What follows belongs to an exercise in optimizing a design on an open flow for small area; a production flow would make more cautious choices.
The RTL was checked by simulation tests, not by an equivalence proof against the original design.
In run 3 the design's own scripts or RTL, not TritonCTS, make the clock network.
The flow treats the clock pin as an ideal source. Dropping or thinning the clock tree relies on that and would not hold on a real chip.
Power is estimated from default activity; no workload was simulated.

<file path="design/flow/standard.sh">
#!/bin/bash
# synth_recipe.tcl (not shown) runs the flow's synth.tcl, then flattens the netlist and writes it again
# the make line also repeats each setting of config.mk as NAME=value (left out here)
make -C /OpenROAD-flow-scripts/flow DESIGN_CONFIG=/design/flow/config.mk WORK_HOME=/design/flow/orfs CLKGATE_MAP_FILE= SYNTH_SCRIPT=/design/flow/synth_recipe.tcl "${@:-finish}"
</file>
<file path="design/flow/flow/net.v">
module CRC32(rst_n, clk, sof, eof, data_v, data, full, err);
  input rst_n;
  input clk;
  input sof;
  input eof;
  input data_v;
  input [7:0] data;
  output full;
  output err;
  wire pend;
  wire \s[0] ;
  wire \s[1] ;
  wire \s[2] ;
  wire \s[3] ;
  wire \s[4] ;
  wire \s[5] ;
  wire \s[6] ;
  wire \s[7] ;
  wire \s[8] ;
  wire \s[9] ;
  wire \s[10] ;
  wire \s[11] ;
  wire \s[12] ;
  wire \s[13] ;
  wire \s[14] ;
  wire \s[15] ;
  wire \s[16] ;
  wire \s[17] ;
  wire \s[18] ;
  wire \s[19] ;
  wire \s[20] ;
  wire \s[21] ;
  wire \s[22] ;
  wire \s[23] ;
  wire \s[24] ;
  wire \s[25] ;
  wire \s[26] ;
  wire \s[27] ;
  wire \s[28] ;
  wire \s[29] ;
  wire \s[30] ;
  wire \s[31] ;
  wire \c[0] ;
  wire \c[1] ;
  wire \c[2] ;
  wire ck224;
  wire e217;
  wire n1;
  wire n11;
  wire n13;
  wire n15;
  wire n165;
  wire n167;
  wire n169;
  wire n17;
  wire n171;
  wire n173;
  wire n175;
  wire n177;
  wire n179;
  wire n181;
  wire n183;
  wire n185;
  wire n187;
  wire n189;
  wire n19;
  wire n191;
  wire n193;
  wire n195;
  wire n2;
  wire n21;
  wire n219;
  wire n220;
  wire n23;
  wire n25;
  wire n27;
  wire n29;
  wire n31;
  wire n33;
  wire n35;
  wire n37;
  wire n39;
  wire n41;
  wire n43;
  wire n45;
  wire n47;
  wire n49;
  wire n5;
  wire n51;
  wire n53;
  wire n7;
  wire n9;
  wire q197;
  wire q199;
  wire q201;
  wire q203;
  wire q205;
  wire q207;
  wire q209;
  wire q211;
  wire r213;
  wire r215;
  wire x101;
  wire x103;
  wire x105;
  wire x107;
  wire x109;
  wire x111;
  wire x113;
  wire x115;
  wire x117;
  wire x119;
  wire x121;
  wire x123;
  wire x125;
  wire x127;
  wire x129;
  wire x131;
  wire x133;
  wire x135;
  wire x137;
  wire x139;
  wire x141;
  wire x143;
  wire x145;
  wire x147;
  wire x149;
  wire x151;
  wire x153;
  wire x155;
  wire x157;
  wire x159;
  wire x161;
  wire x163;
  wire x55;
  wire x57;
  wire x59;
  wire x61;
  wire x63;
  wire x65;
  wire x67;
  wire x69;
  wire x71;
  wire x73;
  wire x75;
  wire x77;
  wire x79;
  wire x81;
  wire x83;
  wire x85;
  wire x87;
  wire x89;
  wire x91;
  wire x93;
  wire x95;
  wire x97;
  wire x99;
  sky130_fd_sc_hd__edfxtp_1 \s[0]$_DFFE_PP_  (.CLK(ck224), .D(n167), .DE(data_v), .Q(\s[0] ));
  sky130_fd_sc_hd__edfxtp_1 \s[1]$_DFFE_PP_  (.CLK(ck224), .D(n171), .DE(data_v), .Q(\s[1] ));
  sky130_fd_sc_hd__edfxtp_1 \s[2]$_DFFE_PP_  (.CLK(ck224), .D(n175), .DE(data_v), .Q(\s[2] ));
  sky130_fd_sc_hd__edfxtp_1 \s[3]$_DFFE_PP_  (.CLK(ck224), .D(n179), .DE(data_v), .Q(\s[3] ));
  sky130_fd_sc_hd__edfxtp_1 \s[4]$_DFFE_PP_  (.CLK(ck224), .D(n183), .DE(data_v), .Q(\s[4] ));
  sky130_fd_sc_hd__edfxtp_1 \s[5]$_DFFE_PP_  (.CLK(ck224), .D(n187), .DE(data_v), .Q(\s[5] ));
  sky130_fd_sc_hd__edfxtp_1 \s[6]$_DFFE_PP_  (.CLK(ck224), .D(n191), .DE(data_v), .Q(\s[6] ));
  sky130_fd_sc_hd__edfxtp_1 \s[7]$_DFFE_PP_  (.CLK(ck224), .D(n195), .DE(data_v), .Q(\s[7] ));
  sky130_fd_sc_hd__dfxtp_1 \s[8]$_DFF_P_  (.CLK(ck224), .D(n7), .Q(\s[8] ));
  sky130_fd_sc_hd__dfxtp_1 \s[9]$_DFF_P_  (.CLK(ck224), .D(n9), .Q(\s[9] ));
  sky130_fd_sc_hd__dfxtp_1 \s[10]$_DFF_P_  (.CLK(ck224), .D(n11), .Q(\s[10] ));
  sky130_fd_sc_hd__dfxtp_1 \s[11]$_DFF_P_  (.CLK(ck224), .D(n13), .Q(\s[11] ));
  sky130_fd_sc_hd__dfxtp_1 \s[12]$_DFF_P_  (.CLK(ck224), .D(n15), .Q(\s[12] ));
  sky130_fd_sc_hd__dfxtp_1 \s[13]$_DFF_P_  (.CLK(ck224), .D(n17), .Q(\s[13] ));
  sky130_fd_sc_hd__dfxtp_1 \s[14]$_DFF_P_  (.CLK(ck224), .D(n19), .Q(\s[14] ));
  sky130_fd_sc_hd__dfxtp_1 \s[15]$_DFF_P_  (.CLK(ck224), .D(n21), .Q(\s[15] ));
  sky130_fd_sc_hd__dfxtp_1 \s[16]$_DFF_P_  (.CLK(ck224), .D(n23), .Q(\s[16] ));
  sky130_fd_sc_hd__dfxtp_1 \s[17]$_DFF_P_  (.CLK(ck224), .D(n25), .Q(\s[17] ));
  sky130_fd_sc_hd__dfxtp_1 \s[18]$_DFF_P_  (.CLK(ck224), .D(n27), .Q(\s[18] ));
  sky130_fd_sc_hd__dfxtp_1 \s[19]$_DFF_P_  (.CLK(ck224), .D(n29), .Q(\s[19] ));
  sky130_fd_sc_hd__dfxtp_1 \s[20]$_DFF_P_  (.CLK(ck224), .D(n31), .Q(\s[20] ));
  sky130_fd_sc_hd__dfxtp_1 \s[21]$_DFF_P_  (.CLK(ck224), .D(n33), .Q(\s[21] ));
  sky130_fd_sc_hd__dfxtp_1 \s[22]$_DFF_P_  (.CLK(ck224), .D(n35), .Q(\s[22] ));
  sky130_fd_sc_hd__dfxtp_1 \s[23]$_DFF_P_  (.CLK(ck224), .D(n37), .Q(\s[23] ));
  sky130_fd_sc_hd__dfxtp_1 \s[24]$_DFF_P_  (.CLK(ck224), .D(n39), .Q(\s[24] ));
  sky130_fd_sc_hd__dfxtp_1 \s[25]$_DFF_P_  (.CLK(ck224), .D(n41), .Q(\s[25] ));
  sky130_fd_sc_hd__dfxtp_1 \s[26]$_DFF_P_  (.CLK(ck224), .D(n43), .Q(\s[26] ));
  sky130_fd_sc_hd__dfxtp_1 \s[27]$_DFF_P_  (.CLK(ck224), .D(n45), .Q(\s[27] ));
  sky130_fd_sc_hd__dfxtp_1 \s[28]$_DFF_P_  (.CLK(ck224), .D(n47), .Q(\s[28] ));
  sky130_fd_sc_hd__dfxtp_1 \s[29]$_DFF_P_  (.CLK(ck224), .D(n49), .Q(\s[29] ));
  sky130_fd_sc_hd__dfxtp_1 \s[30]$_DFF_P_  (.CLK(ck224), .D(n51), .Q(\s[30] ));
  sky130_fd_sc_hd__dfxtp_1 \s[31]$_DFF_P_  (.CLK(ck224), .D(n53), .Q(\s[31] ));
  sky130_fd_sc_hd__dfrtp_1 \c[0]$_DFF_PN0_  (.CLK(ck224), .D(n220), .Q(\c[0] ), .RESET_B(rst_n));
  sky130_fd_sc_hd__dfrtp_1 \c[1]$_DFF_PN0_  (.CLK(ck224), .D(n219), .Q(\c[1] ), .RESET_B(rst_n));
  sky130_fd_sc_hd__dfrtp_1 \c[2]$_DFF_PN0_  (.CLK(ck224), .D(\c[1] ), .Q(\c[2] ), .RESET_B(rst_n));
  sky130_fd_sc_hd__dfrtp_1 \pend$_DFF_PN0_  (.CLK(ck224), .D(eof), .Q(pend), .RESET_B(rst_n));
  sky130_fd_sc_hd__dfrtp_1 \err$_DFF_PN0_  (.CLK(ck224), .D(e217), .Q(err), .RESET_B(rst_n));
  sky130_fd_sc_hd__nor2b_1 g3 (.A(sof), .B_N(data_v), .Y(n1));
  sky130_fd_sc_hd__inv_1 g4 (.A(data_v), .Y(n2));
  sky130_fd_sc_hd__and2_1 g6 (.A(data_v), .B(sof), .X(n5));
  sky130_fd_sc_hd__a221o_1 g8 (.A1(n1), .A2(\s[0] ), .B1(n2), .B2(\s[8] ), .C1(n5), .X(n7));
  sky130_fd_sc_hd__a22o_1 g10 (.A1(n1), .A2(\s[1] ), .B1(n2), .B2(\s[9] ), .X(n9));
  sky130_fd_sc_hd__a22o_1 g12 (.A1(n1), .A2(\s[2] ), .B1(n2), .B2(\s[10] ), .X(n11));
  sky130_fd_sc_hd__a22o_1 g14 (.A1(n1), .A2(\s[3] ), .B1(n2), .B2(\s[11] ), .X(n13));
  sky130_fd_sc_hd__a221o_1 g16 (.A1(n1), .A2(\s[4] ), .B1(n2), .B2(\s[12] ), .C1(n5), .X(n15));
  sky130_fd_sc_hd__a22o_1 g18 (.A1(n1), .A2(\s[5] ), .B1(n2), .B2(\s[13] ), .X(n17));
  sky130_fd_sc_hd__a22o_1 g20 (.A1(n1), .A2(\s[6] ), .B1(n2), .B2(\s[14] ), .X(n19));
  sky130_fd_sc_hd__a22o_1 g22 (.A1(n1), .A2(\s[7] ), .B1(n2), .B2(\s[15] ), .X(n21));
  sky130_fd_sc_hd__a22o_1 g24 (.A1(n1), .A2(\s[8] ), .B1(n2), .B2(\s[16] ), .X(n23));
  sky130_fd_sc_hd__a22o_1 g26 (.A1(n1), .A2(\s[9] ), .B1(n2), .B2(\s[17] ), .X(n25));
  sky130_fd_sc_hd__a22o_1 g28 (.A1(n1), .A2(\s[10] ), .B1(n2), .B2(\s[18] ), .X(n27));
  sky130_fd_sc_hd__a22o_1 g30 (.A1(n1), .A2(\s[11] ), .B1(n2), .B2(\s[19] ), .X(n29));
  sky130_fd_sc_hd__a22o_1 g32 (.A1(n1), .A2(\s[12] ), .B1(n2), .B2(\s[20] ), .X(n31));
  sky130_fd_sc_hd__a22o_1 g34 (.A1(n1), .A2(\s[13] ), .B1(n2), .B2(\s[21] ), .X(n33));
  sky130_fd_sc_hd__a22o_1 g36 (.A1(n1), .A2(\s[14] ), .B1(n2), .B2(\s[22] ), .X(n35));
  sky130_fd_sc_hd__a22o_1 g38 (.A1(n1), .A2(\s[15] ), .B1(n2), .B2(\s[23] ), .X(n37));
  sky130_fd_sc_hd__a22o_1 g40 (.A1(n1), .A2(\s[16] ), .B1(n2), .B2(\s[24] ), .X(n39));
  sky130_fd_sc_hd__a221o_1 g42 (.A1(n1), .A2(\s[17] ), .B1(n2), .B2(\s[25] ), .C1(n5), .X(n41));
  sky130_fd_sc_hd__a22o_1 g44 (.A1(n1), .A2(\s[18] ), .B1(n2), .B2(\s[26] ), .X(n43));
  sky130_fd_sc_hd__a221o_1 g46 (.A1(n1), .A2(\s[19] ), .B1(n2), .B2(\s[27] ), .C1(n5), .X(n45));
  sky130_fd_sc_hd__a22o_1 g48 (.A1(n1), .A2(\s[20] ), .B1(n2), .B2(\s[28] ), .X(n47));
  sky130_fd_sc_hd__a22o_1 g50 (.A1(n1), .A2(\s[21] ), .B1(n2), .B2(\s[29] ), .X(n49));
  sky130_fd_sc_hd__a221o_1 g52 (.A1(n1), .A2(\s[22] ), .B1(n2), .B2(\s[30] ), .C1(n5), .X(n51));
  sky130_fd_sc_hd__a221o_1 g54 (.A1(n1), .A2(\s[23] ), .B1(n2), .B2(\s[31] ), .C1(n5), .X(n53));
  sky130_fd_sc_hd__xor2_1 g56 (.A(\s[3] ), .B(\s[6] ), .X(x55));
  sky130_fd_sc_hd__xor2_1 g58 (.A(\s[23] ), .B(\s[24] ), .X(x57));
  sky130_fd_sc_hd__xor2_1 g60 (.A(\s[16] ), .B(\s[20] ), .X(x59));
  sky130_fd_sc_hd__xor2_1 g62 (.A(x55), .B(x57), .X(x61));
  sky130_fd_sc_hd__xor2_1 g64 (.A(\s[27] ), .B(x61), .X(x63));
  sky130_fd_sc_hd__xor2_1 g66 (.A(\s[1] ), .B(\s[10] ), .X(x65));
  sky130_fd_sc_hd__xor2_1 g68 (.A(\s[29] ), .B(x59), .X(x67));
  sky130_fd_sc_hd__xor2_1 g70 (.A(\s[21] ), .B(x63), .X(x69));
  sky130_fd_sc_hd__xor2_1 g72 (.A(\s[4] ), .B(\s[8] ), .X(x71));
  sky130_fd_sc_hd__xor2_1 g74 (.A(\s[7] ), .B(\s[13] ), .X(x73));
  sky130_fd_sc_hd__xor2_1 g76 (.A(\s[0] ), .B(\s[10] ), .X(x75));
  sky130_fd_sc_hd__xor2_1 g78 (.A(\s[26] ), .B(x67), .X(x77));
  sky130_fd_sc_hd__xor2_1 g80 (.A(\s[12] ), .B(\s[19] ), .X(x79));
  sky130_fd_sc_hd__xor2_1 g82 (.A(\s[28] ), .B(x73), .X(x81));
  sky130_fd_sc_hd__xor2_1 g84 (.A(x69), .B(x77), .X(x83));
  sky130_fd_sc_hd__xor2_1 g86 (.A(\s[25] ), .B(\s[31] ), .X(x85));
  sky130_fd_sc_hd__xor2_1 g88 (.A(x55), .B(x71), .X(x87));
  sky130_fd_sc_hd__xor2_1 g90 (.A(x65), .B(x81), .X(x89));
  sky130_fd_sc_hd__xor2_1 g92 (.A(x67), .B(x75), .X(x91));
  sky130_fd_sc_hd__xor2_1 g94 (.A(x57), .B(x79), .X(x93));
  sky130_fd_sc_hd__xor2_1 g96 (.A(x65), .B(x85), .X(x95));
  sky130_fd_sc_hd__xor2_1 g98 (.A(\s[18] ), .B(x83), .X(x97));
  sky130_fd_sc_hd__xor2_1 g100 (.A(\s[8] ), .B(\s[25] ), .X(x99));
  sky130_fd_sc_hd__xor2_1 g102 (.A(\s[30] ), .B(x87), .X(x101));
  sky130_fd_sc_hd__xor2_1 g104 (.A(x87), .B(x91), .X(x103));
  sky130_fd_sc_hd__xor2_1 g106 (.A(\s[14] ), .B(x97), .X(x105));
  sky130_fd_sc_hd__xor2_1 g108 (.A(\s[5] ), .B(\s[18] ), .X(x107));
  sky130_fd_sc_hd__xor2_1 g110 (.A(x99), .B(x107), .X(x109));
  sky130_fd_sc_hd__xor2_1 g112 (.A(x59), .B(x101), .X(x111));
  sky130_fd_sc_hd__xor2_1 g114 (.A(\s[0] ), .B(x65), .X(x113));
  sky130_fd_sc_hd__xor2_1 g116 (.A(\s[17] ), .B(x95), .X(x115));
  sky130_fd_sc_hd__xor2_1 g118 (.A(x109), .B(x113), .X(x117));
  sky130_fd_sc_hd__xor2_1 g120 (.A(\s[3] ), .B(x91), .X(x119));
  sky130_fd_sc_hd__xor2_1 g122 (.A(\s[19] ), .B(x83), .X(x121));
  sky130_fd_sc_hd__xnor2_1 g124 (.A(x63), .B(x117), .Y(x123));
  sky130_fd_sc_hd__xor2_1 g126 (.A(x79), .B(x85), .X(x125));
  sky130_fd_sc_hd__xor2_1 g128 (.A(\s[2] ), .B(x111), .X(x127));
  sky130_fd_sc_hd__xor2_1 g130 (.A(\s[15] ), .B(\s[23] ), .X(x129));
  sky130_fd_sc_hd__xor2_1 g132 (.A(x119), .B(x125), .X(x131));
  sky130_fd_sc_hd__xnor2_1 g134 (.A(x71), .B(x105), .Y(x133));
  sky130_fd_sc_hd__xnor2_1 g136 (.A(x69), .B(x115), .Y(x135));
  sky130_fd_sc_hd__xnor2_1 g138 (.A(x89), .B(x93), .Y(x137));
  sky130_fd_sc_hd__xor2_1 g140 (.A(x103), .B(x129), .X(x139));
  sky130_fd_sc_hd__xnor2_1 g142 (.A(x89), .B(x121), .Y(x141));
  sky130_fd_sc_hd__xor2_1 g144 (.A(data[2]), .B(data[7]), .X(x143));
  sky130_fd_sc_hd__xor2_1 g146 (.A(data[0]), .B(data[6]), .X(x145));
  sky130_fd_sc_hd__xor2_1 g148 (.A(data[1]), .B(data[3]), .X(x147));
  sky130_fd_sc_hd__xor2_1 g150 (.A(data[2]), .B(data[3]), .X(x149));
  sky130_fd_sc_hd__xor2_1 g152 (.A(data[0]), .B(data[4]), .X(x151));
  sky130_fd_sc_hd__xor2_1 g154 (.A(x143), .B(x151), .X(x153));
  sky130_fd_sc_hd__xor2_1 g156 (.A(data[6]), .B(x147), .X(x155));
  sky130_fd_sc_hd__xor2_1 g158 (.A(data[2]), .B(data[5]), .X(x157));
  sky130_fd_sc_hd__xor2_1 g160 (.A(x145), .B(x157), .X(x159));
  sky130_fd_sc_hd__xor2_1 g162 (.A(data[0]), .B(data[5]), .X(x161));
  sky130_fd_sc_hd__xor2_1 g164 (.A(x147), .B(x161), .X(x163));
  sky130_fd_sc_hd__nor2_1 g166 (.A(x127), .B(sof), .Y(n165));
  sky130_fd_sc_hd__xor2_1 g168 (.A(x149), .B(n165), .X(n167));
  sky130_fd_sc_hd__nor2_1 g170 (.A(x131), .B(sof), .Y(n169));
  sky130_fd_sc_hd__xor2_1 g172 (.A(data[4]), .B(n169), .X(n171));
  sky130_fd_sc_hd__nor2_1 g174 (.A(x123), .B(sof), .Y(n173));
  sky130_fd_sc_hd__xnor2_1 g176 (.A(x143), .B(n173), .Y(n175));
  sky130_fd_sc_hd__nor2_1 g178 (.A(x135), .B(sof), .Y(n177));
  sky130_fd_sc_hd__xor2_1 g180 (.A(x145), .B(n177), .X(n179));
  sky130_fd_sc_hd__nor2_1 g182 (.A(x137), .B(sof), .Y(n181));
  sky130_fd_sc_hd__xor2_1 g184 (.A(x153), .B(n181), .X(n183));
  sky130_fd_sc_hd__nor2_1 g186 (.A(x141), .B(sof), .Y(n185));
  sky130_fd_sc_hd__xnor2_1 g188 (.A(x155), .B(n185), .Y(n187));
  sky130_fd_sc_hd__nor2_1 g190 (.A(x139), .B(sof), .Y(n189));
  sky130_fd_sc_hd__xor2_1 g192 (.A(x159), .B(n189), .X(n191));
  sky130_fd_sc_hd__nor2_1 g194 (.A(x133), .B(sof), .Y(n193));
  sky130_fd_sc_hd__xor2_1 g196 (.A(x163), .B(n193), .X(n195));
  sky130_fd_sc_hd__nand4_1 g198 (.A(\s[1] ), .B(\s[2] ), .C(\s[4] ), .D(\s[7] ), .Y(q197));
  sky130_fd_sc_hd__nand4_1 g200 (.A(\s[9] ), .B(\s[10] ), .C(\s[18] ), .D(\s[19] ), .Y(q199));
  sky130_fd_sc_hd__nor4_1 g202 (.A(\s[0] ), .B(\s[3] ), .C(\s[5] ), .D(\s[6] ), .Y(q201));
  sky130_fd_sc_hd__nor4_1 g204 (.A(\s[8] ), .B(\s[11] ), .C(\s[12] ), .D(\s[13] ), .Y(q203));
  sky130_fd_sc_hd__nor4_1 g206 (.A(\s[14] ), .B(\s[15] ), .C(\s[16] ), .D(\s[17] ), .Y(q205));
  sky130_fd_sc_hd__nor4_1 g208 (.A(\s[21] ), .B(\s[22] ), .C(\s[23] ), .D(\s[24] ), .Y(q207));
  sky130_fd_sc_hd__nor4_1 g210 (.A(\s[25] ), .B(\s[27] ), .C(\s[28] ), .D(\s[30] ), .Y(q209));
  sky130_fd_sc_hd__nand4b_1 g212 (.A_N(\s[31] ), .B(\s[20] ), .C(\s[26] ), .D(\s[29] ), .Y(q211));
  sky130_fd_sc_hd__nand4_1 g214 (.A(q201), .B(q203), .C(q205), .D(q207), .Y(r213));
  sky130_fd_sc_hd__nor4_1 g216 (.A(q197), .B(q199), .C(q211), .D(r213), .Y(r215));
  sky130_fd_sc_hd__a21boi_0 g218 (.A1(q209), .A2(r215), .B1_N(pend), .Y(e217));
  sky130_fd_sc_hd__xor2_1 g221 (.A(\c[2] ), .B(\c[0] ), .X(n219));
  sky130_fd_sc_hd__mux2i_1 g222 (.A0(\c[2] ), .A1(\c[0] ), .S(\c[1] ), .Y(n220));
  sky130_fd_sc_hd__and3_1 g223 (.A(\c[2] ), .B(\c[1] ), .C(\c[0] ), .X(full));
  sky130_fd_sc_hd__clkbuf_8 clkbuf_a (.A(clk), .X(ck224));
endmodule
</file>
<file path="design/flow/flow/swap.py">
# Put the hand-mapped netlist in place of the standard synthesis netlist, if both hold the same
# flip-flops (instance names and cell types) and the same ports; otherwise leave it as it is.
import re, sys
std_path, mine_path = sys.argv[1], sys.argv[2]
std = open(std_path).read()
mine = open(mine_path).read()
FF = re.compile(r'^\s*(sky130_fd_sc_hd__\w*df\w*)\s+(\\\S+\s|\w+)\s*\(', re.M)
def flops(t):
    return sorted((m.group(1), m.group(2).strip()) for m in FF.finditer(t))
def header(t):
    m = re.search(r'module\s+CRC32\s*\(([^)]*)\)', t)
    return re.sub(r'\s+', '', m.group(1)) if m else None
fs, fm = flops(std), flops(mine)
print('standard flops:', len(fs), 'hand netlist flops:', len(fm))
if fs != fm or header(std) != header(mine):
    print('MISMATCH; keeping the standard netlist')
    for a, b in zip(fs, fm):
        if a != b: print(' ', a, b)
    sys.exit(1)
open(std_path, 'w').write(mine)
print('hand netlist in place')
</file>
<file path="design/flow/design.v">
module CRC32(rst_n, clk, sof, eof, data_v, data, full, err);
    input rst_n;
    input clk;
    input sof;
    input eof;
    input data_v;
    input [7:0] data;
    output full;
    output err;
    reg [31:0] s;      
    reg        pend;   
    reg        err;
    reg [2:0]  c;      
    wire ld = data_v & ~sof;
    wire st = data_v & sof;
    wire nv = ~data_v;
    wire [7:0] fs;
    assign fs[0] = s[2] ^ s[3] ^ s[4] ^ s[6] ^ s[8] ^ s[16] ^ s[20] ^ s[30];
    assign fs[1] = s[0] ^ s[3] ^ s[10] ^ s[12] ^ s[16] ^ s[19] ^ s[20] ^ s[25] ^ s[29] ^ s[31];
    assign fs[2] = s[0] ^ s[1] ^ s[3] ^ s[5] ^ s[6] ^ s[8] ^ s[10] ^ s[18] ^ s[23] ^ s[24] ^ s[25] ^ s[27];
    assign fs[3] = s[1] ^ s[3] ^ s[6] ^ s[10] ^ s[17] ^ s[21] ^ s[23] ^ s[24] ^ s[25] ^ s[27] ^ s[31];
    assign fs[4] = s[1] ^ s[7] ^ s[10] ^ s[12] ^ s[13] ^ s[19] ^ s[23] ^ s[24] ^ s[28];
    assign fs[5] = s[1] ^ s[3] ^ s[6] ^ s[7] ^ s[10] ^ s[13] ^ s[16] ^ s[19] ^ s[20] ^ s[21] ^ s[23] ^ s[24] ^ s[26] ^ s[27] ^ s[28] ^ s[29];
    assign fs[6] = s[0] ^ s[3] ^ s[4] ^ s[6] ^ s[8] ^ s[10] ^ s[15] ^ s[16] ^ s[20] ^ s[23] ^ s[29];
    assign fs[7] = s[3] ^ s[4] ^ s[6] ^ s[8] ^ s[14] ^ s[16] ^ s[18] ^ s[20] ^ s[21] ^ s[23] ^ s[24] ^ s[26] ^ s[27] ^ s[29];
    wire [7:0] dd;
    assign dd[0] = data[2] ^ data[3];
    assign dd[1] = data[4];
    assign dd[2] = data[2] ^ data[7];
    assign dd[3] = data[0] ^ data[6];
    assign dd[4] = data[0] ^ data[2] ^ data[4] ^ data[7];
    assign dd[5] = data[1] ^ data[3] ^ data[6];
    assign dd[6] = data[0] ^ data[2] ^ data[5] ^ data[6];
    assign dd[7] = data[0] ^ data[1] ^ data[3] ^ data[5];
    wire [7:0] hd = dd ^ (sof ? 8'h24 : (fs ^ 8'h67));
    always @(posedge clk)
        if (data_v) s[7:0] <= hd;
    always @(posedge clk)
        s[31:8] <= (s[23:0] & {24{ld}}) | (24'hCA0011 & {24{st}}) | (s[31:8] & {24{nv}});
    always @(posedge clk or negedge rst_n)
        if (!rst_n) begin
            pend <= 1'b0;
            err  <= 1'b0;
            c    <= 3'd0;
        end else begin
            pend <= eof;
            err  <= pend & (s != 32'h241C0696);
            c    <= {c[1], c[2] ^ c[0], ~(c[1] ? c[0] : c[2])};
        end
    assign full = &c;
endmodule
</file>
<file path="design/flow/flow/run.sh">
#!/bin/bash
# Standard synthesis, then the hand-mapped netlist (flow/net.v, generated by gen/gen3.py) in its
# place when it holds the same flip-flops, then the standard layout with small port buffers and
# no CTS dummy loads.
set -uo pipefail
R=orfs/results/${FLOW_PLATFORM}/CRC32/base
bash standard.sh synth > synth.log 2>&1 || exit 1
cp $R/1_2_yosys.v std_1_2_yosys.v
if python3 flow/swap.py $R/1_2_yosys.v flow/net.v > swap.log 2>&1; then
  rm -f $R/1_synth.odb $R/1_synth.sdc
  bash standard.sh synth > synth_odb.log 2>&1 || exit 1
fi
bash standard.sh \
  BUFFER_PORTS_ARGS="-buffer_cell sky130_fd_sc_hd__buf_1" \
  CTS_ARGS="-sink_clustering_enable -sink_clustering_size 20 -sink_clustering_max_diameter 500 -root_buf sky130_fd_sc_hd__clkbuf_4 -buf_list sky130_fd_sc_hd__clkbuf_4 -repair_clock_nets -dont_use_dummy_load" \
  finish > finish.log 2>&1 || exit 1
</file>
<file path="design/flow/constraint.sdc">
create_clock -name core_clock -period 5.0 [get_ports {clk}]
set_input_delay 1.0000 -clock core_clock [delete_from_list [all_inputs] [get_ports {clk}]]
set_output_delay 1.0000 -clock core_clock [all_outputs]
set_load 0.01 [all_outputs]
</file>
<file path="design/flow/config.mk">
export PLATFORM = sky130hd
export DESIGN_NAME = CRC32
export DESIGN_NICKNAME = CRC32
export VERILOG_FILES = /design/flow/design.v
export SDC_FILE = /design/flow/constraint.sdc
export NUM_CORES = 4
export LEC_CHECK = 0
export CAP_MARGIN = 20
export CORE_MARGIN = 2
export CORE_UTILIZATION = 40
export SLEW_MARGIN = 20
</file>
==> run summary, run 1 <==
Overall Power=approximately 1.4 mW; Total GRT Usage=16.3%; area of the multi-input gates=between 900 and 1000 sq um; Total Wirelength=~3800 um; Avg Cell Area, Syn=between 10 and 15 sq um; Worst VDD drop=about 0.30 mV; Layout Skew=about 0.013 ns; Initial Utilization=between 40% and 50%; synthesized instance count=150; Final min period=around 2.9 ns; gr ovfl total=0; drt drc=0; first-pass GRT wire length=6230 um; Slew @ Worst Pin=between 0.7 and 0.8 ns; pwr dens=between 700 and 800 nW/um^2; clock-pin slew on the worst setup and hold paths=roughly 0.1 ns; DRT iter0 DRCs=80; die area=4980 sq um; setup violators final=0; Die Span X=70.6 um; final-stage net count=~180; Root Buffer=clkbuf_4; status=no timing/DRC/antenna violations; largest net degree at the start of global routing=25; CP Capture Type=flip-flop; I/O Pins=15; Setup CP Type=reg2reg; leakage power=0.801 nW; mapped cell area=between 1500 and 2000 sq um; Fin. Hold Viols=0; commonest cells after routing, fill and taps aside=xor2_1, dfxtp_1, a22o_1; hold path cells=0; row count=24; Post-DRT Antenna Nets=0; Inserted Clock Buffers=5; number of global-route vias before repair=approximately 1300; RSZ-0062 raised after global routing=no; Worst Path Required=around 5.1 ns; CTS tree=yes; Slowest cell on crit path=edfxtp_1; Placeable Area=4320 sq um; Slew Limit Fails=0; count of input and output buffers=14; Pre-Repair DR Iteration Count=4; drt wl/cell=between 15 and 20 um; antenna fix cells=0; CP dominant cell by count=xor2_1; postcts setup bufs=0; Setup TNS=0 ns; antenna violations before repair=0; Peak Freq=approximately 0.34 GHz; register area=around 850 sq um; crit path max fanout=4; CTS Sinks=37; hpwl dp=2790 um; gpl congestion=about 0.9; max incr delay on CP=0.47 ns; Vert. Die Dim=70.6 um; CTS Buffer Depth=2; crit start category=flip-flop; Via Count=about 1200; R2R depth=10; FILL cells=between 400 and 500; vias per cell=~5.5; Skew-Pair Late Insertion Delay=~0.33 ns; synth-to-layout area growth=8.40%; maxcap violations=0; Period Utilization, post-route=roughly three fifths; worst endpoint data arrival time=between 2 and 3 ns; CP Cell Sequence=xor2_1 > xor2_1 > xor2_1 > xor2_1 > xor2_1 > xor2_1 > xor2_1 > xnor2_1 > nor2_1 > xor2_1; leading cell type in the layout, fill and taps excluded=xor2_1; min-delay worst type=reg2reg; syn_nets=around 160; Clock H-tree levels=2; Hold Buf Count CTS=0; post-CTS sizing=0; share of cells above drive strength 1=3.55%; synth warn=1; worst rel slew slack=~50%
[worst paths after layout]
kind,slack [ns],endpoint,start
max,2.09,s[7],s[3]
max reg2reg,2.09,s[7],s[3]
min in group asynchronous,0.49,pend,rst_n
min,0.44,c[2],c[1]
max in group asynchronous,4.31,err,rst_n
min reg2reg,0.44,c[2],c[1]
[layout make-up]
class	count	area share, %
flip-flops and latches	37	44.0
clock buffers	5	1.95
repair buffers	15	3.13
well taps	52	3.39
multi-input cells	111	47.3
inverters	1	0.195
[metrics by stage]
stage	hold WS (ns)	setup WS [ns]	area [sq um]	cells	util, %
floorplan	0.387	2.45	1770	150	-
global placement	0.399	2.33	1880	216	43.6
detailed placement	0.429	2.15	1880	216	43.6
CTS	0.448	2.10	1920	221	44.4
global route	0.464	1.92	1920	221	44.4
finish	0.445	2.09	1920	221	44.4
[where the power goes]
| group | internal [mW] | switching [mW] |
|---|---|---|
| logic | 0.327 | 0.395 |
| registers | 0.410 | 0.0891 |
| clock network | 0.0470 | 0.0848 |
| total | 0.785 | 0.568 |
[critical path, delay by kind of cell, from the launching register on]
family / cells / cell delay, ns
flip-flops: 1 / 0.47
XOR/XNOR: 9 / 2.11
AND/OR/NAND/NOR: 1 / 0.07
[sequential cells by signal, indices dropped and copies added, names as in the netlist]
name  cells
c         3
pend      1
s        32
err       1
[routing by layer]
| metal | track usage (%) | part of all wire (%) | up-vias | wire length, um |
|---|---|---|---|---|
| li1 | - | - | 574 | - |
| met2 | 25.5 | 44 | 43 | 1660 |
| met3 | 3.42 | 6.1 | 10 | 230 |
| met4 | 7.55 | 2.6 | 0 | 97 |
| met1 | 21.8 | 47 | 580 | 1760 |
| met5 | 0 | 0 | - | 0 |
==> inputs of run 2 (changes only) <==
--- a/design/flow/flow/run.sh
+++ b/design/flow/flow/run.sh
@@ -13,3 +13,3 @@
 bash standard.sh \
-  BUFFER_PORTS_ARGS="-buffer_cell sky130_fd_sc_hd__buf_1" \
+  GPL_TIMING_DRIVEN=0 BUFFER_PORTS_ARGS="-buffer_cell sky130_fd_sc_hd__buf_1" \
   CTS_ARGS="-sink_clustering_enable -sink_clustering_size 20 -sink_clustering_max_diameter 500 -root_buf sky130_fd_sc_hd__clkbuf_4 -buf_list sky130_fd_sc_hd__clkbuf_4 -repair_clock_nets -dont_use_dummy_load" \
==> run 2 against run 1 <==
Compared with the run above:
- still clean on timing, DRC and antenna
- clock-buffer cell count did not move
- design area rose by 1.0%
- sequential share of layout area fell by 0.45 points
- critical path depth did not move
- sequential cell count did not move
- die area did not move
- setup slack improved by 0.013 ns
- final cell count rose by 0.45%
- global-route usage fell by 0.21 points
- non-clock buffer count rose by 1
- area after synthesis did not move
- wire length fell by 5.0%
- critical path type unchanged
==> run summary, run 2 <==
status=no timing/DRC/antenna violations; Biggest register=s; antenna violations before repair=0; leading cell type in the layout, fill and taps excluded=xor2_1; share of total power in combinational logic=52.3%; post-CTS sizing=0; switch share=roughly two fifths; CP Cell Sequence=xor2_1 > xor2_1 > xor2_1 > xor2_1 > xor2_1 > xor2_1 > xor2_1 > xnor2_1 > nor2_1 > xor2_1; worst endpoint data arrival time=between 3 and 4 ns; largest registers=s x32, c x3; Post-DRT Antenna Nets=0; leakage power=between 0.8 and 0.9 nW; postcts setup bufs=0; Slew Limit Fails=0; DRT iter0 DRCs=80; DP Cell Count=about 220; CTS Buffer Depth=2; gr ovfl total=0; Final min period=about 2.9 ns; max FFs per register=32; Inserted Clock Buffers=5; CTS tree=yes; count of input and output buffers=14; Setup TNS=0 ns; Peak Freq=about 0.35 GHz; commonest cells after routing, fill and taps aside=xor2_1, dfxtp_1, a22o_1; syn_nets=~160; pwr dens=708 nW/um^2; max incr delay on CP=between 0.4 and 0.5 ns; vias per cell=5.37; drt drc=0; Period Utilization, post-route=57.9%; die area=about 5000 sq um; synth-to-layout area growth=9.53%; P_sw=0.573 mW; I/O Pins=15; Int Pwr=around 0.80 mW; Worst Path Required=5.21 ns; worst rel slew slack=between 50 and 60%; Final Non-Filler Cells=roughly 220; Fin. Hold Viols=0; synth warn=1; hpwl dp=2650 um; share of cells above drive strength 1=4.71%; number of global-route vias before repair=between 1000 and 1500; Die Span X=about 71 um; antenna fix cells=0; Total Wirelength=around 3600 um; synthesized instance count=150; share of power burned in registers=36.3%; drt wl/cell=16.1 um; mapped cell area=between 1500 and 2000 sq um; RSZ-0062 raised after global routing=no; Clock H-tree levels=2; row count=24; first-pass GRT wire length=6000 um; Slew @ Worst Pin=around 0.74 ns; clock power share=approximately 11%; Pre-Repair DR Iteration Count=4; Layout Skew=0.00646 ns; Root Buffer=clkbuf_4; Skew-Pair Late Insertion Delay=between 0.4 and 0.5 ns; min-delay worst type=in2async; Hold Buf Count CTS=0; Placeable Area=roughly 4300 sq um; gpl congestion=0.813; clock-pin slew on the worst setup and hold paths=~0.1 ns; maxcap violations=0; final-stage net count=~190; largest net degree at the start of global routing=25; CP dominant cell by count=xor2_1; Initial Utilization=between 40% and 50%; crit start category=flip-flop; CTS Sinks=37; Total GRT Usage=16.1%; Slowest cell on crit path=dfxtp_1; crit path max fanout=5; Setup CP Type=reg2reg; setup violators final=0; Avg Cell Area, Syn=around 12 sq um; Worst VDD drop=0.259 mV; Via Count=between 1000 and 1500; Vert. Die Dim=70.6 um; CP Capture Type=flip-flop
[run 2: changes by cell type in the layout (fill, tap and decap cells not counted), sizes merged]
cell | before | now
clkbuf | 5 | 6
[run 2: worst paths after layout]
path | from | endpoint | slack [ns] | cells after the start
worst max-delay path | s[23] | s[7] | 2.11 | 10
worst min-delay path | rst_n | pend | 0.38 | 1
worst max register to register | s[23] | s[7] | 2.11 | 10
worst min register to register | c[1] | c[2] | 0.44 | 0
max in group asynchronous | rst_n | err | 4.42 | 1
min in group core_clock | c[1] | c[2] | 0.44 | 0
[run 2: through the flow]
stage / util (%) / total power, mW / worst slack, ns / instance area [sq um] / hold WS [ns]
2_1_floorplan: - / 1.12 / 2.45 / 1770 / 0.387
3_3_place_gp: 43.7 / 1.27 / 1.95 / 1890 / 0.399
3_5_place_dp: 44.0 / 1.28 / 2.13 / 1900 / 0.424
4_1_cts: 44.9 / 1.38 / 2.10 / 1940 / 0.363
5_1_grt: 44.9 / 1.48 / 1.92 / 1940 / 0.371
6_report: 44.9 / 1.38 / 2.11 / 1940 / 0.377
[run 2: area by class of cell]
class	instances	area (sq um)
fillers	440	2380
multi-input cells	111	912
flip-flops and latches	37	846
well taps	52	65.1
repair buffers	15	63.8
clock buffers	5	37.5
plain buffers	1	13.8
inverters	1	3.75
[run 2: critical path, delay by kind of cell, from the launching register on]
family	cells	cell delay [ns]
and+or+nand+nor	1	0.09
xor gates and xnor gates	9	2.11
DFF	1	0.46
[run 2: power by group through the flow]
stage	Combinational (mW)	Sequential [mW]	Clock, mW
final	0.719	0.499	0.157
after global routing	0.794	0.509	0.178
after global placement	0.707	0.503	0.0637
after floorplan	0.585	0.475	0.0637
after CTS	0.717	0.498	0.164
after detailed placement	0.707	0.505	0.0637
[run 2: routing by layer]
| metal | track usage (%) | part of all wire, % |
|---|---|---|
| met5 | 0 | 0 |
| met4 | 7.76 | 2.1 |
| met3 | 5.70 | 5.6 |
| met2 | 23.6 | 46 |
| met1 | 21.3 | 46 |
==> inputs of run 3 (changes only) <==
--- a/design/flow/flow/run.sh
+++ b/design/flow/flow/run.sh
@@ -13,3 +13,3 @@
 bash standard.sh \
-  GPL_TIMING_DRIVEN=0 BUFFER_PORTS_ARGS="-buffer_cell sky130_fd_sc_hd__buf_1" \
+  GPL_TIMING_DRIVEN=0 PRE_CTS_TCL=$PWD/flow/pre_cts.tcl BUFFER_PORTS_ARGS="-buffer_cell sky130_fd_sc_hd__buf_1" \
   CTS_ARGS="-sink_clustering_enable -sink_clustering_size 20 -sink_clustering_max_diameter 500 -root_buf sky130_fd_sc_hd__clkbuf_4 -buf_list sky130_fd_sc_hd__clkbuf_4 -repair_clock_nets -dont_use_dummy_load" \
--- a/design/flow/flow/net.v
+++ b/design/flow/flow/net.v
@@ -306,3 +306,3 @@
   sky130_fd_sc_hd__and3_1 g223 (.A(\c[2] ), .B(\c[1] ), .C(\c[0] ), .X(full));
-  sky130_fd_sc_hd__clkbuf_8 clkbuf_a (.A(clk), .X(ck224));
+  sky130_fd_sc_hd__clkbuf_16 clkbuf_a (.A(clk), .X(ck224));
 endmodule
==> design/flow/flow/pre_cts.tcl (new file) <==
# The netlist already brings its clock buffer (one buffer between the clock port and all
# flip-flops), so the clock tree step builds nothing more.
proc clock_tree_synthesis {args} { puts "clock_tree_synthesis skipped: the netlist holds its clock buffer" }
==> run 3 against run 2 <==
Compared with the run above:
- first-iteration DRC count is 2.5% lower
- sequential power about the same
- clock power shrank about 30%
- sequential cell count stayed put
- clock skew fell by 0.0010 ns
- largest power group unchanged
- via count fell by 3.7%
- die area up 0.60%
- design area down 1.4%
==> run summary, run 3 <==
status=no timing/DRC/antenna violations; drt wl/cell=15.8 um; FILL cells=420; final-stage net count=180; Setup TNS=0 ns; Die Span X=70.8 um; M3 GR Usage=0%; met1 usage=20.6%; largest net degree at the start of global routing=38; Total Wirelength=3430 um; share of total power in combinational logic=between 50% and 60%; P_sw=between 0.5 and 0.6 mW; Layout Skew=approximately 0.0055 ns; share of power burned in registers=a little under two fifths; Post-DRT Antenna Nets=0; mapped cell area=1780 sq um; number of global-route vias before repair=roughly 1200; crit start category=flip-flop; Fin. Hold Viols=0; clock-pin slew on the worst setup and hold paths=around 0.13 ns; max FFs per register=32; RSZ-0062 raised after global routing=no; vias per cell=about 5.3; Via Count=around 1100; antenna violations before repair=0; commonest cells after routing, fill and taps aside=xor2_1, dfxtp_1, a22o_1; Peak Freq=0.348 GHz; Setup WS pre-CTS=around 2.1 ns; hold path cells=0; hpwl dp=between 2000 and 3000 um; Period Utilization, post-route=between 50% and 60%; Biggest register=s; syn_nets=163; I/O Pins=15; min-delay worst type=reg2reg; setup violators final=0; register area=approximately 850 sq um; post-route worst setup slack=~2.1 ns; leading cell type in the layout, fill and taps excluded=xor2_1; leakage power=about 0.79 nW; Int Pwr=0.776 mW; Skew-Pair Late Insertion Delay=approximately 0.18 ns; worst endpoint data arrival time=roughly 2.8 ns; Initial Utilization=around two fifths; synthesized instance count=150; Placeable Area=~4300 sq um; Vert. Die Dim=70.8 um; area of the multi-input gates=912 sq um; synth warn=1; drt drc=0; worst rel slew slack=between 50 and 60%; gpl congestion=0.832; clock power share=around 8.3%; Worst VDD drop=0.261 mV; R2R depth=10; Pre-Repair DR Iteration Count=4; first-pass GRT wire length=approximately 5800 um; Worst Path Required=4.95 ns; crit path max fanout=5; gr ovfl total=0; Avg Cell Area, Syn=11.9 sq um; met2 Use GR=approximately a quarter; Slew Limit Fails=0; largest registers=s x32, c x3; post-CTS sizing=0; maxcap violations=0; antenna fix cells=0; share of cells above drive strength 1=1.82%; Total GRT Usage=a little over an eighth; Slew @ Worst Pin=~0.74 ns; switch share=41.1%; count of input and output buffers=14; die area=approximately 5000 sq um; busiest grt layer=met2; DRT iter0 DRCs=78; synth-to-layout area growth=7.36%; postcts setup bufs=0; row count=24; CP Capture Type=flip-flop; Hold Buf Count CTS=0; Final min period=between 2 and 3 ns; pwr dens=slightly below 700 nW/um^2; Setup CP Type=reg2reg
-- run 3: stage by stage --
stage / total power [mW] / util (%) / hold WS (ns) / std cells / area (sq um)
finish: 1.32 / 44.3 / 0.440 / 217 / 1920
floorplan: 1.14 / - / 0.387 / 150 / 1780
CTS: 1.30 / 44.3 / 0.417 / 217 / 1920
global placement: 1.29 / 44.0 / 0.399 / 216 / 1900
global route: 1.42 / 44.3 / 0.459 / 217 / 1920
detailed placement: 1.29 / 44.3 / 0.423 / 217 / 1920
-- run 3: critical path, stage by stage (launching register included) --
cell	delay [ns]
dfxtp_1	0.46
xor2_1	0.33
xor2_1	0.20
xor2_1	0.27
xor2_1	0.28
xor2_1	0.30
xor2_1	0.22
xor2_1	0.20
xnor2_1	0.15
nor2_1	0.08
xor2_1	0.15
-- run 3: layer usage --
metal / vias up / part of all wire, %
met4: 0 / 0.67
met5: - / 0
met3: 2 / 3.1
li1: 568 / -
met2: 27 / 47
met1: 551 / 50
-- run 3: path summary, 6_finish.rpt --
check / slack, ns / end / startpoint
hold reg to reg: 0.44 / c[2] / c[1]
setup reg to reg: 2.12 / s[7] / s[23]
max in group asynchronous: 4.17 / c[0] / rst_n
min in group asynchronous: 0.63 / c[2] / rst_n
setup / recovery: 2.12 / s[7] / s[23]
hold / removal: 0.44 / c[2] / c[1]
-- run 3: layout make-up --
class                   count  share of cell area (%)
multi-input cells         111                    47.6
flip-flops and latches     37                    44.2
inverters                   1                   0.196
repair buffers             15                    3.33
well taps                  52                    3.40
plain buffers               1                    1.31
-- run 3: power by group through the flow --
| stage | clock, mW | combinational, mW | sequential, mW |
|---|---|---|---|
| global placement | 0.0814 | 0.707 | 0.504 |
| global route | 0.122 | 0.785 | 0.509 |
| detailed placement | 0.0814 | 0.701 | 0.504 |
| finish | 0.110 | 0.708 | 0.498 |
| floorplan | 0.0814 | 0.585 | 0.475 |
| CTS | 0.0814 | 0.712 | 0.505 |

-- static timing again, ports no longer ideal --
Ports are ideal in the flow. The routed layouts listed here were re-timed in OpenROAD.
Step 1 sets driving cells, clkbuf_16 on the clock port and buf_2 on the other inputs (assumed; they add their load-dependent delay and slew).
Step 2, shift: input delay + t, output delay - t, t = (earliest + latest rising clock arrival at the registers) / 2. This alone moves slack from input paths to output paths.
Slacks: ideal ports / drivers / drivers and shift; pairs: ideal ports / drivers.
| run | shift t [ns] | setup slack, ns | worst setup path at the end | worst register clock-pin slew, ns | cell pins on the clock port's net |
|---|---|---|---|---|---|
| run 1 | 0.350 | 2.094 / 2.094 / 2.094 | register to register | 0.10 / 0.10 | 1 |
| run 2 | 0.465 | 2.107 / 2.107 / 2.107 | register to register | 0.10 / 0.10 | 1 |
| run 3 | 0.203 | 2.123 / 2.123 / 2.123 | register to register | 0.13 / 0.13 | 1 |
After both steps every run listed still meets setup and hold.
